Source: an optimization exercise on an open RTL-to-GDS flow (aim: small area, a short achievable clock period and few clock cycles). Production flows keep margins and buffers that such runs may drop.
Function was not checked in any run shown here: the RTL went through the layout flow alone.
Power is estimated from default activity; no workload was simulated.

[design/flow/config.mk]
export PLATFORM = sky130hd
export DESIGN_NAME = cpu_pipeline
export DESIGN_NICKNAME = cpu_pipeline
export VERILOG_FILES = /design/flow/design.v
export SDC_FILE = /design/flow/constraint.sdc
export NUM_CORES = 8
export LEC_CHECK = 0
export CAP_MARGIN = 30
export CORE_MARGIN = 2
export CORE_UTILIZATION = 40
export SETUP_SLACK_MARGIN = 3.0
export SLEW_MARGIN = 20
export SYNTH_HIERARCHICAL = 1
export SYNTH_MINIMUM_KEEP_SIZE = 0
[design/flow/constraint.sdc]
create_clock -name core_clock -period 8.0 [get_ports {clk}]
set_input_delay 1.6000 -clock core_clock [delete_from_list [all_inputs] [get_ports {clk}]]
set_output_delay 1.6000 -clock core_clock [all_outputs]
set_load 0.01 [all_outputs]
[design/flow/design.v]
module add_xor32(input wire [31:0] a, input wire [31:0] b, output wire [31:0] y);
    assign y = a ^ b;
endmodule
module add_and32(input wire [31:0] a, input wire [31:0] b, output wire [31:0] y);
    assign y = a & b;
endmodule
module add_carry32(
    input wire [31:0] g,
    input wire [31:0] p,
    input wire cin,
    output wire [32:0] c
);
    wire [32:0] gl [0:6];
    wire [32:0] pl [0:6];
    assign gl[0] = {g, cin};
    assign pl[0] = {p, 1'b0};
    genvar l, i;
    generate for (l = 0; l < 6; l = l + 1) begin : lv
        for (i = 0; i < 33; i = i + 1) begin : pos
            if (i >= (1 << l)) begin : m
                assign gl[l+1][i] = gl[l][i] | (pl[l][i] & gl[l][i - (1 << l)]);
                assign pl[l+1][i] = pl[l][i] & pl[l][i - (1 << l)];
            end else begin : t
                assign gl[l+1][i] = gl[l][i];
                assign pl[l+1][i] = pl[l][i];
            end
        end
    end endgenerate
    assign c = gl[6];
endmodule
module add32(
    input wire [31:0] a,
    input wire [31:0] b,
    input wire cin,
    output wire [31:0] sum,
    output wire cout,
    output wire [31:0] p,     
    output wire [31:0] g      
);
    wire [32:0] c;
    add_xor32 px(.a(a), .b(b), .y(p));
    add_and32 gx(.a(a), .b(b), .y(g));
    add_carry32 cy(.g(g), .p(p), .cin(cin), .c(c));
    add_xor32 sx(.a(p), .b(c[31:0]), .y(sum));
    assign cout = c[32];
endmodule
module add_carry32_bk(
    input wire [31:0] g,
    input wire [31:0] p,
    input wire cin,
    output wire [32:0] c
);
    wire [32:0] g0 = {g, cin};
    wire [32:0] p0 = {p, 1'b0};
    reg [32:0] gg, pp;
    integer span, i;
    always @(*) begin
        gg = g0;
        pp = p0;
        for (span = 1; span < 33; span = span * 2)
            for (i = 2 * span - 1; i < 33; i = i + 2 * span) begin
                gg[i] = gg[i] | (pp[i] & gg[i - span]);
                pp[i] = pp[i] & pp[i - span];
            end
        for (span = 16; span >= 1; span = span / 2)
            for (i = 3 * span - 1; i < 33; i = i + 2 * span) begin
                gg[i] = gg[i] | (pp[i] & gg[i - span]);
                pp[i] = pp[i] & pp[i - span];
            end
    end
    assign c = gg;
endmodule
module add32_bk(
    input wire [31:0] a,
    input wire [31:0] b,
    input wire cin,
    output wire [31:0] sum
);
    wire [31:0] p, g;
    wire [32:0] c;
    add_xor32 px(.a(a), .b(b), .y(p));
    add_and32 gx(.a(a), .b(b), .y(g));
    add_carry32_bk cy(.g(g), .p(p), .cin(cin), .c(c));
    add_xor32 sx(.a(p), .b(c[31:0]), .y(sum));
endmodule
module sh_mux2i(input wire s, input wire a1, input wire a0, output wire y);
    assign y = ~(s ? a1 : a0);
endmodule
module sh_right32(
    input wire [31:0] a,
    input wire left,
    input wire fill,         
    input wire [4:0] amt,
    output wire [31:0] y
);
    wire [31:0] st [0:5];
    genvar i, k;
    generate
        for (i = 0; i < 32; i = i + 1) begin : in_
            sh_mux2i m(.s(left), .a1(a[31 - i]), .a0(a[i]), .y(st[0][i]));
        end
        for (k = 0; k < 5; k = k + 1) begin : stage
            wire f = (k % 2 == 0) ? ~fill : fill;
            for (i = 0; i < 32; i = i + 1) begin : b_
                if (i + (1 << k) < 32) begin : m
                    sh_mux2i m(.s(amt[k]), .a1(st[k][i + (1 << k)]), .a0(st[k][i]), .y(st[k+1][i]));
                end else begin : e
                    sh_mux2i m(.s(amt[k]), .a1(f), .a0(st[k][i]), .y(st[k+1][i]));
                end
            end
        end
    endgenerate
    assign y = st[5];
endmodule
module ex_alu(
    input wire [(32-1):0] a,
    input wire [(32-1):0] b,
    input wire sub,           
    input wire arith,         
    input wire left,          
    output wire [(32-1):0] sum,
    output wire [(32-1):0] x,      
    output wire [(32-1):0] n,      
    output wire [(32-1):0] shl,
    output wire [(32-1):0] shr,
    output wire lt_s,         
    output wire lt_u          
);
    wire cout;
    add32 add(.a(a), .b(b), .cin(sub), .sum(sum), .cout(cout), .p(x), .g(n));
    assign lt_u = ~cout;
    assign lt_s = (a[31] ^ b[31]) ? sum[31] : a[31];
    wire [31:0] sh_out;
    sh_right32 sh(.a(a), .left(left), .fill(arith & ~left & a[31]), .amt(b[4:0]), .y(sh_out));
    reg [31:0] sh_rev;
    integer i;
    always @(*) begin
        for (i = 0; i < 32; i = i + 1) sh_rev[i] = sh_out[31 - i];
    end
    assign shl = sh_rev;
    assign shr = sh_out;
endmodule
module br_eqv(input wire [31:0] a, input wire [31:0] b, output wire [31:0] y);
    assign y = ~(a ^ b);
endmodule
module br_tree(
    input wire [31:0] a,
    input wire [31:0] b,
    input wire [31:0] eq,      
    output wire eq_all,
    output wire lt_u,
    output wire lt_s
);
    wire [31:0] lt = ~a & b;   
    wire [30:0] l0 = lt[30:0], e0 = eq[30:0];
    wire [15:0] l1, e1;
    wire [7:0] l2, e2;
    wire [3:0] l3, e3;
    wire [1:0] l4, e4;
    genvar i;
    generate
        for (i = 0; i < 15; i = i + 1) begin : s1
            assign l1[i] = l0[2*i+1] | (e0[2*i+1] & l0[2*i]);
            assign e1[i] = e0[2*i+1] & e0[2*i];
        end
        assign l1[15] = l0[30];
        assign e1[15] = e0[30];
        for (i = 0; i < 8; i = i + 1) begin : s2
            assign l2[i] = l1[2*i+1] | (e1[2*i+1] & l1[2*i]);
            assign e2[i] = e1[2*i+1] & e1[2*i];
        end
        for (i = 0; i < 4; i = i + 1) begin : s3
            assign l3[i] = l2[2*i+1] | (e2[2*i+1] & l2[2*i]);
            assign e3[i] = e2[2*i+1] & e2[2*i];
        end
        for (i = 0; i < 2; i = i + 1) begin : s4
            assign l4[i] = l3[2*i+1] | (e3[2*i+1] & l3[2*i]);
            assign e4[i] = e3[2*i+1] & e3[2*i];
        end
    endgenerate
    wire l5 = l4[1] | (e4[1] & l4[0]);
    wire e5 = e4[1] & e4[0];
    assign eq_all = eq[31] & e5;
    assign lt_u = lt[31] | (eq[31] & l5);
    assign lt_s = (a[31] & ~b[31]) | (eq[31] & l5);
endmodule
module ex_branch(
    input wire [(32-1):0] a,
    input wire [(32-1):0] b,
    output wire eq,
    output wire lt_u,
    output wire lt_s
);
    wire [31:0] eqv;
    br_eqv ev(.a(a), .b(b), .y(eqv));
    br_tree t(.a(a), .b(b), .eq(eqv), .eq_all(eq), .lt_u(lt_u), .lt_s(lt_s));
endmodule
module rf_aoi222(input wire a1, a2, b1, b2, c1, c2, output wire y);
    assign y = ~((a1 & a2) | (b1 & b2) | (c1 & c2));
endmodule
module rf_nand2(input wire a, b, output wire y);
    assign y = ~(a & b);
endmodule
module rf_or11n(input wire [10:0] a, output wire y);
    assign y = ~&a;
endmodule
module rf_wmux(input wire s, sn, a, b, output wire y);
    assign y = (s & a) | (sn & b);
endmodule
module rf_read(input wire [31:1] sel, input wire [32*31-1:0] q, output wire [31:0] y);
    genvar b, g;
    generate for (b = 0; b < 32; b = b + 1) begin : bit_
        wire [10:0] t;
        for (g = 0; g < 10; g = g + 1) begin : grp
            rf_aoi222 u(.a1(sel[3*g+1]), .a2(q[32*(3*g+0) + b]),
                        .b1(sel[3*g+2]), .b2(q[32*(3*g+1) + b]),
                        .c1(sel[3*g+3]), .c2(q[32*(3*g+2) + b]),
                        .y(t[g]));
        end
        rf_nand2 u31(.a(sel[31]), .b(q[32*30 + b]), .y(t[10]));
        rf_or11n o(.a(t), .y(y[b]));
    end endgenerate
endmodule
module registers(
    input wire clk,
    input wire [4:0] rs1_addr,
    input wire [4:0] rs2_addr,
    input wire [4:0] rd_addr,
    input wire [(32-1):0] rd_data,
    input wire rd_en,
    output wire [(32-1):0] rs1_out,
    output wire [(32-1):0] rs2_out
);
    reg [32*31-1:0] q;      
    wire [32*31-1:0] d;
    wire [31:1] sel1, sel2, we;
    genvar i, b;
    generate for (i = 1; i < 32; i = i + 1) begin : reg_
        assign sel1[i] = (rs1_addr == i);
        assign sel2[i] = (rs2_addr == i);
        assign we[i] = rd_en & (rd_addr == i);
        for (b = 0; b < 32; b = b + 1) begin : bit_
            rf_wmux m(.s(we[i]), .sn(~we[i]), .a(rd_data[b]), .b(q[32*(i-1) + b]), .y(d[32*(i-1) + b]));
        end
    end endgenerate
    always @(posedge clk)
        q <= d;
    rf_read p1(.sel(sel1), .q(q), .y(rs1_out));
    rf_read p2(.sel(sel2), .q(q), .y(rs2_out));
endmodule
module inst_fetch #(parameter W = 8) (
    input wire jalr,           
    input wire jal,            
    input wire c_beq, c_bne, c_blt, c_bge, c_bltu, c_bgeu,   
    input wire eq, lt_s, lt_u,
    input wire [W-1:0] rs_target,
    input wire [W-1:0] pc_target,
    input wire [W-1:0] seq,
    output wire [W-1:0] pc
);
    wire taken = jal |
                 (eq ? c_beq : c_bne) |
                 (lt_s ? c_blt : c_bge) |
                 (lt_u ? c_bltu : c_bgeu);
    assign pc = jalr ? rs_target : (taken ? pc_target : seq);
endmodule
module cpu_pipeline(
    input wire clk,
    input wire rst_n,
    output wire ibus_req,
    output wire [(32-1):0] ibus_addr,
    input wire [(32-1):0] ibus_rdata,
    input wire ibus_ready,
    output wire dbus_req,
    output wire dbus_we,
    output wire [(32-1):0] dbus_addr,
    output wire [(32-1):0] dbus_wdata,
    output wire [1:0] dbus_size,
    input wire [(32-1):0] dbus_rdata,
    input wire dbus_ready
);
    reg ex_valid;
    reg [31:0] ex_rs1;
    reg [31:0] ex_b;     
    reg ex_sub;
    reg [31:0] ex_imm;
    reg [4:0] ex_rd;
    reg [2:0] ex_f3;
    reg ex_f7;           
    reg ex_wr;           
    reg ex_lui, ex_auipc, ex_jal, ex_jalr, ex_br, ex_ld, ex_st, ex_opimm, ex_op;
    reg [31:2] fetch_q;
    wire [31:2] seq_pc = fetch_q + {29'd0, ex_valid};
    wire [31:0] wb_data;
    wire [31:2] fetch_pc;
    wire ex_mem = ex_ld | ex_st;
    wire replay = ex_valid & ex_mem & ~dbus_ready;
    wire accept = ibus_ready & ~replay;
    assign ibus_addr = {fetch_pc, 2'b00};
    assign ibus_req = ~replay;
    always @(posedge clk or negedge rst_n) begin
        if (!rst_n)
            fetch_q <= 30'd0;
        else if (!replay)
            fetch_q <= fetch_pc;
    end
    wire [31:0] inst = ibus_rdata;
    wire [6:0] opc = inst[6:0];
    wire d_lui   = (opc == 7'b0110111);
    wire d_auipc = (opc == 7'b0010111);
    wire d_jal   = (opc == 7'b1101111);
    wire d_jalr  = (opc == 7'b1100111);
    wire d_br    = (opc == 7'b1100011);
    wire d_ld    = (opc == 7'b0000011);
    wire d_st    = (opc == 7'b0100011);
    wire d_opimm = (opc == 7'b0010011);
    wire d_op    = (opc == 7'b0110011);
    wire d_wr = (d_lui | d_auipc | d_jal | d_jalr | d_ld | d_opimm | d_op) & (inst[11:7] != 5'd0);
    wire d_sub = ((d_op | d_opimm) & (inst[14:13] == 2'b01)) |
                 (d_op & inst[30] & (inst[14:12] == 3'b000));
    wire [31:0] imm_i = {{20{inst[31]}}, inst[31:20]};
    wire [31:0] imm_s = {{20{inst[31]}}, inst[31:25], inst[11:7]};
    wire [31:0] imm_b = {{19{inst[31]}}, inst[31], inst[7], inst[30:25], inst[11:8], 1'b0};
    wire [31:0] imm_j = {{11{inst[31]}}, inst[31], inst[19:12], inst[20], inst[30:21], 1'b0};
    wire [31:0] imm_u = {inst[31:12], 12'd0};
    wire [31:0] imm = d_st ? imm_s :
                      d_br ? imm_b :
                      d_jal ? imm_j :
                      (d_lui | d_auipc) ? imm_u : imm_i;
    wire [4:0] rs1 = inst[19:15];
    wire [4:0] rs2 = inst[24:20];
    wire [31:0] rf_rs1, rf_rs2;
    wire wb_en = ex_valid & ex_wr;
    registers registers(
        .clk(clk),
        .rs1_addr(rs1),
        .rs2_addr(rs2),
        .rd_addr(ex_rd),
        .rd_data(wb_data),
        .rd_en(wb_en & ~replay),
        .rs1_out(rf_rs1),
        .rs2_out(rf_rs2)
    );
    wire fwd1 = wb_en & (ex_rd == rs1);
    wire fwd2 = wb_en & (ex_rd == rs2);
    wire [31:0] rs1v = fwd1 ? wb_data : rf_rs1;
    wire [31:0] rs2v = fwd2 ? wb_data : rf_rs2;
    always @(posedge clk or negedge rst_n) begin
        if (!rst_n)
            ex_valid <= 1'b0;
        else
            ex_valid <= accept;
    end
    always @(posedge clk) begin
        ex_rs1 <= rs1v;
        ex_b <= {32{d_sub}} ^ (d_opimm ? imm_i : rs2v);
        ex_sub <= d_sub;
        ex_imm <= imm;
        ex_rd <= inst[11:7];
        ex_f3 <= inst[14:12];
        ex_f7 <= inst[30];
        ex_wr <= d_wr;
        ex_lui <= d_lui;
        ex_auipc <= d_auipc;
        ex_jal <= d_jal;
        ex_jalr <= d_jalr;
        ex_br <= d_br;
        ex_ld <= d_ld;
        ex_st <= d_st;
        ex_opimm <= d_opimm;
        ex_op <= d_op;
    end
    wire [31:0] sum, x, n, shl, shr;
    wire alu_lts, alu_ltu;
    ex_alu alu(
        .a(ex_rs1),
        .b(ex_b),
        .sub(ex_sub),
        .arith(ex_f7),
        .left(ex_f3 == 3'b001),
        .sum(sum),
        .x(x),
        .n(n),
        .shl(shl),
        .shr(shr),
        .lt_s(alu_lts),
        .lt_u(alu_ltu)
    );
    wire [31:0] pc_rel;
    add32_bk pc_add(.a({fetch_q, 2'b00}), .b(ex_imm), .cin(1'b0), .sum(pc_rel));
    wire [31:0] rs_rel;
    add32 rs_add(.a(ex_rs1), .b(ex_imm), .cin(1'b0), .sum(rs_rel), .cout(), .p(), .g());
    wire eq, lt_u, lt_s;
    ex_branch ex_branch(
        .a(ex_rs1),
        .b(ex_b),
        .eq(eq),
        .lt_u(lt_u),
        .lt_s(lt_s)
    );
    wire exb = ex_valid & ex_br;
    wire c_beq  = exb & (ex_f3 == 3'b000);
    wire c_bne  = exb & (ex_f3 == 3'b001);
    wire c_blt  = exb & (ex_f3 == 3'b100);
    wire c_bge  = exb & (ex_f3 == 3'b101);
    wire c_bltu = exb & (ex_f3 == 3'b110);
    wire c_bgeu = exb & (ex_f3 == 3'b111);
    wire j_jal = ex_valid & ex_jal;
    wire j_jalr = ex_valid & ex_jalr;
    genvar gs;
    generate for (gs = 0; gs < 4; gs = gs + 1) begin : fsel
        localparam integer LO = 2 + 8 * gs;
        localparam integer W = (gs == 3) ? 6 : 8;
        inst_fetch #(.W(W)) f(
            .jalr(j_jalr), .jal(j_jal),
            .c_beq(c_beq), .c_bne(c_bne), .c_blt(c_blt), .c_bge(c_bge),
            .c_bltu(c_bltu), .c_bgeu(c_bgeu),
            .eq(eq), .lt_s(lt_s), .lt_u(lt_u),
            .rs_target(rs_rel[LO+W-1:LO]),
            .pc_target(pc_rel[LO+W-1:LO]),
            .seq(seq_pc[LO+W-1:LO]),
            .pc(fetch_pc[LO+W-1:LO])
        );
    end endgenerate
    wire [31:0] ld_data;
    assign ld_data[7:0] = dbus_rdata[7:0];
    assign ld_data[15:8] = (ex_f3 == 3'b000) ? {8{dbus_rdata[7]}} : dbus_rdata[15:8];
    assign ld_data[31:16] = (ex_f3 == 3'b000) ? {16{dbus_rdata[7]}} :
                            (ex_f3 == 3'b001) ? {16{dbus_rdata[15]}} : dbus_rdata[31:16];
    wire ex_alu_op = ex_opimm | ex_op;
    wire s_sum  = ex_alu_op & (ex_f3 == 3'b000);
    wire s_sll  = ex_alu_op & (ex_f3 == 3'b001);
    wire s_slt  = ex_alu_op & (ex_f3 == 3'b010);
    wire s_sltu = ex_alu_op & (ex_f3 == 3'b011);
    wire s_sr   = ex_alu_op & (ex_f3 == 3'b101);
    wire s_x    = ex_alu_op & ((ex_f3 == 3'b100) | (ex_f3 == 3'b110));   
    wire s_n    = ex_alu_op & ((ex_f3 == 3'b110) | (ex_f3 == 3'b111));   
    wire s_link = ex_jal | ex_jalr;
    assign wb_data = ({32{s_sum}} & sum) |
                     ({32{s_sll}} & shl) |
                     ({32{s_sr}} & shr) |
                     ({32{s_x}} & x) |
                     ({32{s_n}} & n) |
                     {31'd0, (s_slt & alu_lts) | (s_sltu & alu_ltu)} |
                     ({32{ex_ld}} & ld_data) |
                     ({32{s_link}} & {seq_pc, 2'b00}) |
                     ({32{ex_lui}} & ex_imm) |
                     ({32{ex_auipc}} & pc_rel);
    assign dbus_req = ex_valid & ex_mem;
    assign dbus_we = ex_st;
    assign dbus_addr = rs_rel;
    assign dbus_wdata = ex_b;
    assign dbus_size = {~ex_f3[1] & ex_f3[0], ~ex_f3[1] & ~ex_f3[0]};
endmodule
[design/flow/run.sh]
#!/bin/bash
# synth_recipe.tcl (not shown) runs the flow's synth.tcl, then flattens the netlist and writes it again
# the make line also repeats each setting of config.mk as NAME=value (left out here)
make -C /OpenROAD-flow-scripts/flow DESIGN_CONFIG=/design/flow/config.mk WORK_HOME=/design/flow/orfs CLKGATE_MAP_FILE= SYNTH_SCRIPT=/design/flow/synth_recipe.tcl finish
==> results.py, run 1 <==
metrics = {
    "outcome": {
        "status": "finished clean",
    },
    "place": {
        "gp_congestion": 1.06,
        "place_hpwl_um": 186000,
        "dpl-instance-area_um2": 61300,
        "io_buffers": 166,
    },
    "floorplan": {
        "die_h_um": 376,
        "die_x_um": 376,
        "dieArea_um2": 141000,
        "io-pin-count": 169,
        "rows": 136,
        "core_um2": 137000,
        "start_util": 0.403,
    },
    "setup_path": {
        "rr_startpoint": "ex_b[2]",
        "max_stage_delay_ps": 410,
        "crit_path_top_delay_cell": "dfxtp_4",
        "crit_path_max_fanout": 3,
        "crit_buf_inv": 3,
        "r2r-end": "fetch_q[6]",
        "crit_chain": "buf_12 -> xor2_4 -> and3_4 -> a31o_4 -> buf_6 -> o21ai_4 -> a31oi_4 -> a221o_1 -> a221o_1 -> xor2_2 -> nor2b_1 -> a21oi_1 -> buf_2",
        "worst_ep_required_time_ps": 6400,
        "cp-end-kind": "output port",
        "cpMostUsedCell": "a221o_1",
        "arrival_ps": 3820,
        "r2r_cells": 30,
        "crit_type": "flip-flop to output port",
        "start_kind": "flip-flop",
        "r2r_slack_ps": 2680,
        "cpLargestDelayFamily": "compound AO/OA/AOI/OAI gates",
    },
    "layout": {
        "design_area_um2": 69600,
        "syn_to_final_growth_pct": 25.7,
        "drive_above_1_share": 0.199,
        "finish.net_count": 5958,
    },
    "pwr": {
        "p_leak_nw": 26.6,
        "power_frac_seq": 0.403,
        "power_mw": 15.1,
        "powerDensity_nw_per_um2": 218,
        "switching_share": 0.294,
        "combPwrFrac": 0.180,
        "switchingPower_mw": 4.46,
        "internal-power_mw": 10.7,
        "pwr-share-clk": 0.417,
        "irDropWorstVdd_v": 0.000208,
    },
    "synth": {
        "avgSynthCellArea_um2": 10.4,
        "synth_area_um2": 55400,
        "synthCells": 5317,
        "ys_warn_count": 12,
    },
    "global_routing": {
        "grt_pass1_vias": 55337,
        "grt_pass1_wl_um": 409000,
        "grt_usage": 0.395,
        "globalRoute.totalOverflow": 0,
        "grt_antenna_before_repair": 31,
        "grt_max_degree": 61,
    },
    "detailed_routing": {
        "wirelength_um": 296000,
        "drtIter0Drc": 13516,
        "wl_per_cell_um": 37.9,
        "firstDrtPassIters": 17,
        "drc": 0,
        "route.vias.total": 59466,
        "antenna_left": 0,
        "vias_per_cell": 7.62,
    },
    "timing": {
        "fin_crit_ps": 5420,
        "fin_crit_sh": 0.677,
        "slew_headroom": 0.233,
        "slew_violations": 0,
        "timing_hold_violations_final": 0,
        "rsz0062_at_grt": "true",
        "max_clock_freq_ghz": 0.185,
        "fin_setup_tns_ps": 0,
        "finalClockSkew_ps": 117,
        "worst_pin_slew_ps": 1150,
        "setup_viol": 0,
    },
    "clock_tree": {
        "cts_max_path_buffers": 3,
        "cts_tree": "done",
        "htree_num_levels": 3,
        "root_buffer": "clkbuf_16",
        "insertion_delay_ps": 850,
        "cts_buffers": 119,
        "clkTransAtPathRegs_ps": 60,
        "cts_sinks": 1139,
    },
    "hold_path": {
        "holdPathEnd": "registers.q[133]",
        "min_path_cells": 1,
        "holdCritStartpoint": "registers.q[133]",
        "hold_class": "flip-flop to flip-flop",
    },
    "run": {
        "cap_violations": 0,
    },
}
[worst register-to-register path: cells and delay by family, from the launching register on]
family                 cells  cell delay, ps
flip-flops                 1             410
multiplexers               2             610
AO/OA/AOI/OAI              6            1220
AND/OR/NAND/NOR            1             180
XOR/XNOR                   1             170
buffers and inverters     20            2520
[stage by stage]
stage,util,setup slack (ps),hold slack (ps),cells
6_report,0.506,2580,495,7801
5_1_grt,0.506,2540,510,7786
4_1_cts,0.495,2690,496,7723
3_5_place_dp,0.446,2160,476,7375
3_3_place_gp,0.442,2200,472,7353
2_1_floorplan,-,2930,460,5326
[power groups by stage]
stage               Clock (mW)  Sequential, mW  Combinational (mW)
finish                    6.32            6.10                2.73
detailed placement           0            6.20                2.07
CTS                       6.32            6.07                2.37
floorplan                    0            6.09                1.26
global placement             0            6.20                2.04
global route              6.55            6.11                2.83
[registers in the layout, indices dropped and copies added (netlist names), 3 cells and up]
register	count
fetch_q	30
ex_imm	32
ex_rs1	32
ex_b	32
registers.q	992
ex_f3	3
ex_rd	5
[cell type report]
cell class | count | area (µm²)
fill | 12301 | 67900
sequential | 1139 | 23200
multi-input combinational | 4006 | 34200
antenna | 18 | 45.0
clock buffer | 172 | 3500
timing repair inverter | 1 | 5.00
timing repair buffer | 565 | 5250
inverter | 56 | 220
tap | 1794 | 2240
clock inverter | 50 | 951
[what timing repair did]
item,CTS,global route
hold buffers,0,0
gates cloned,5,1
setup endpoints to repair,311,313
pin swaps,99,61
setup buffers,121,55
gates resized for setup,456,193
[layout by cell type, fill, tap and decap left out, types with 34 or more instances in the layout]
cell type        instances
nor2_4                  72
nand3_1                129
a31oi_1                 35
nor2_1                  93
nor2b_1                 77
dfxtp_1               1040
inv_1                   48
nand2_1                224
clkbuf_16              121
a21oi_1                 59
a22o_1                1007
xnor2_1                 57
a21o_1                  71
xor2_2                  47
clkdlybuf4s50_1        111
and3_1                  34
dfxtp_4                 45
nand4_1                171
buf_6                   47
and2_1                 119
o21ai_0                 48
or3_1                   72
mux2i_1                212
xor2_1                 148
buf_4                  325
a222oi_1               655
a21oi_2                 36
mux2_2                  65
[worst max-delay path by stage]
stage	start	to	cells after the start
6_report	ex_rs1[1]	ibus_addr[19]	13
5_1_grt	ex_rs1[1]	ibus_addr[19]	13
4_1_cts	ex_rs1[1]	ibus_addr[31]	12
3_5_place_dp	ex_rs1[3]	ibus_addr[31]	11
3_3_place_gp	ex_rs1[3]	ibus_addr[31]	11
2_1_floorplan	ex_f3[2]	ex_rs1[22]	16
[metal layers]
metal	track usage	wire [µm]
met1	0.471	103000
met2	0.574	122000
met4	0.310	28000
met5	0.00103	214
met3	0.142	42300
==> inputs of run 2 (changes only) <==
--- a/design/flow/config.mk
+++ b/design/flow/config.mk
@@ -8,7 +8,7 @@
 export CAP_MARGIN = 30
 export CORE_MARGIN = 2
 export CORE_UTILIZATION = 40
-export SETUP_SLACK_MARGIN = 3.0
+export SETUP_SLACK_MARGIN = 3.6
 export SLEW_MARGIN = 20
 export SYNTH_HIERARCHICAL = 1
 export SYNTH_MINIMUM_KEEP_SIZE = 0
==> run 2 against run 1 <==
  * Die area unchanged
  * Sequential power about the same
  * Final area up 0.63%
  * Power down 2.4%
  * Register-to-register slack worse by 190 ps
  * Sequential share of layout area down 0.28 points
  * Critical path depth up 2
  * Synthesized cell count unchanged
==> results.py, run 2 <==
metrics = {
    "clock_tree": {
        "hold_buffers": 0,
        "insertion_delay_ps": 830,
        "cts_max_path_buffers": 3,
        "cts_tree": "done",
        "cts_buffers": 121,
        "root_buffer": "clkbuf_16",
        "cts_sinks": 1139,
        "htree_num_levels": 3,
        "clkTransAtPathRegs_ps": 60,
    },
    "setup_path": {
        "cp-end-kind": "output port",
        "crit_chain": "xnor2_2 -> and4_4 -> nand4_4 -> nor2_4 -> o211ai_1 -> buf_4 -> a41oi_4 -> buf_6 -> buf_6 -> buf_4 -> mux2i_4 -> buf_4 -> a41oi_1 -> a21oi_2 -> clkbuf_2",
        "arrival_ps": 3940,
        "crit_buf_inv": 6,
        "start_kind": "flip-flop",
        "crit_path_max_fanout": 6,
        "crit_path_top_delay_cell": "dfxtp_4",
        "rr_startpoint": "ex_rs1[27]",
        "crit_type": "flip-flop to output port",
        "cpMostUsedCell": "buf_4",
        "r2r-end": "fetch_q[13]",
        "max_stage_delay_ps": 420,
        "r2r_slack_ps": 2490,
        "r2r_cells": 31,
        "worst_ep_required_time_ps": 6400,
        "cpLargestDelayFamily": "buffers and inverters",
    },
    "floorplan": {
        "die_h_um": 376,
        "core_um2": 137000,
        "start_util": 0.403,
        "dieArea_um2": 141000,
        "die_x_um": 376,
        "rows": 136,
        "io-pin-count": 169,
    },
    "synth": {
        "synth_area_um2": 55400,
        "avgSynthCellArea_um2": 10.4,
        "ys_warn_count": 12,
        "synthCells": 5317,
    },
    "global_routing": {
        "grt_pass1_vias": 54163,
        "grt_pass1_wl_um": 413000,
        "globalRoute.totalOverflow": 0,
        "grt_antenna_before_repair": 25,
        "grt_max_degree": 61,
        "grt_usage": 0.401,
    },
    "timing": {
        "fin_setup_tns_ps": 0,
        "slew_headroom": 0.187,
        "worst_slack_ps": 2460,
        "fin_crit_ps": 5540,
        "fin_crit_sh": 0.693,
        "slew_violations": 0,
        "max_clock_freq_ghz": 0.180,
        "worst_pin_slew_ps": 1220,
        "setup_viol": 0,
        "finalClockSkew_ps": 95.7,
        "timing_hold_violations_final": 0,
        "rsz0062_at_grt": "true",
    },
    "pwr": {
        "power_mw": 14.8,
        "powerDensity_nw_per_um2": 211,
        "p_leak_nw": 26.8,
        "irDropWorstVdd_v": 0.000214,
    },
    "layout": {
        "layout_common_cells": "1046 x dfxtp_1, 1007 x a22o_1, 655 x a222oi_1, 318 x buf_4, 212 x nand2_1",
        "syn_to_final_growth_pct": 26.5,
        "multi_input_area_um2": 34600,
        "regMostFlops": "registers.q",
        "mostFrequentLayoutCell": "dfxtp_1",
        "seq_area_um2": 23100,
        "largest_register_ffs": 992,
        "finish.net_count": 5991,
        "drive_above_1_share": 0.210,
        "fillCellCount": 12210,
    },
    "run": {
        "cap_violations": 0,
    },
    "detailed_routing": {
        "wl_per_cell_um": 38.8,
        "drc": 0,
        "wirelength_um": 304000,
        "antenna_left": 0,
        "firstDrtPassIters": 14,
        "drtIter0Drc": 13595,
        "route.vias.total": 59449,
        "vias_per_cell": 7.59,
    },
    "outcome": {
        "status": "finished clean",
    },
    "place": {
        "place_hpwl_um": 186000,
        "pre_cts_slack_ps": 1990,
        "io_buffers": 166,
        "gp_congestion": 1.03,
    },
    "hold_path": {
        "min_path_cells": 1,
        "holdPathEnd": "registers.q[255]",
        "hold_class": "flip-flop to flip-flop",
        "holdCritStartpoint": "registers.q[255]",
    },
}
[run 2: cell types whose count changed in the layout (fill, tap and decap cells not counted), moves of 12 or more]
cell / previous run / this run
buf_8: 3 / 16
a41oi_1: 12 / 25
dfxtp_4: 45 / 30
a41oi_2: 18 / 5
clkdlybuf4s50_1: 111 / 95
buf_6: 47 / 65
nand2_1: 224 / 212
[run 2: layer usage]
metal / wire (µm) / up-vias / GRT usage
li1: - / 23905 / -
met1: 108000 / 28846 / 0.495
met2: 126000 / 5396 / 0.596
met3: 41700 / 1282 / 0.117
met4: 26900 / 20 / 0.286
met5: 140 / - / 0.00137
[run 2: repair_timing]
| item | 4_1_cts | 5_1_grt |
|---|---|---|
| gates resized for setup | 555 | 235 |
| endpoints found under the setup margin | 792 | 425 |
| buffers inserted | 142 | 79 |
| pin swaps | 120 | 61 |
| cloned | 4 | 8 |
[run 2: power by group]
group | switching (mW) | internal, mW | total, mW
Sequential | 0.288 | 5.80 | 6.09
Combinational | 1.54 | 1.09 | 2.64
Clock | 2.60 | 3.46 | 6.07
[run 2: layout make-up]
cell class	instances	share of cell area
Antenna cell	10	0.000357
Inverter	56	0.00316
Sequential cell	1139	0.330
Timing Repair Buffer	592	0.0805
Timing Repair inverter	1	0.0000714
Tap cell	1794	0.0320
Clock buffer	181	0.0512
Clock inverter	45	0.00950
Multi-Input combinational cell	4010	0.493
[run 2: metrics by stage]
stage | cell area, µm² | hold slack (ps) | std cells | util
floorplan | 55500 | 460 | 5326 | -
global placement | 60700 | 472 | 7331 | 0.442
detailed placement | 61200 | 477 | 7352 | 0.445
CTS | 68300 | 497 | 7724 | 0.497
global route | 70000 | 506 | 7818 | 0.509
finish | 70100 | 498 | 7828 | 0.510
[run 2: worst max-delay path by stage]
stage,startpoint,to,slack [ps],depth (start not counted)
2_1_floorplan,ex_f3[2],ex_rs1[22],3540,16
3_3_place_gp,ex_rs1[26],ibus_addr[4],1970,10
3_5_place_dp,ex_rs1[3],ibus_addr[31],1990,11
4_1_cts,ex_b[23],ibus_addr[4],2610,14
5_1_grt,ex_rs1[25],ibus_addr[25],2300,15
6_report,ex_rs1[27],ibus_addr[25],2460,15

## port drivers added, routing unchanged
Ports are ideal in the flow. The routed layouts listed here were re-timed in OpenROAD. Step 1: set_driving_cell puts a clkbuf_16 on clk and a buf_2 on each other input, an assumption about the parent block. Step 2 moves the port delays by t, midway between the first and last clock arrival at a register: inputs arrive t later, outputs are due t later. That takes back most of the time a late clock gives input paths. Slacks: ideal ports / drivers / drivers and shift; pairs: ideal ports / drivers.
| run | t, ns | setup slack, ns | worst setup path at the end | pins driven straight from the clock port |
|---|---|---|---|---|
| run 1 | 0.875 | 2.582 / 2.501 / 2.082 | input to register | 1 |
| run 2 | 0.863 | 2.460 / 2.379 / 2.490 | register to register | 1 |
After both steps every run listed still meets setup and hold. For run 1, which loses most, drivers alone change the setup slack by -0.081 ns; drivers and shift together by -0.500 ns.
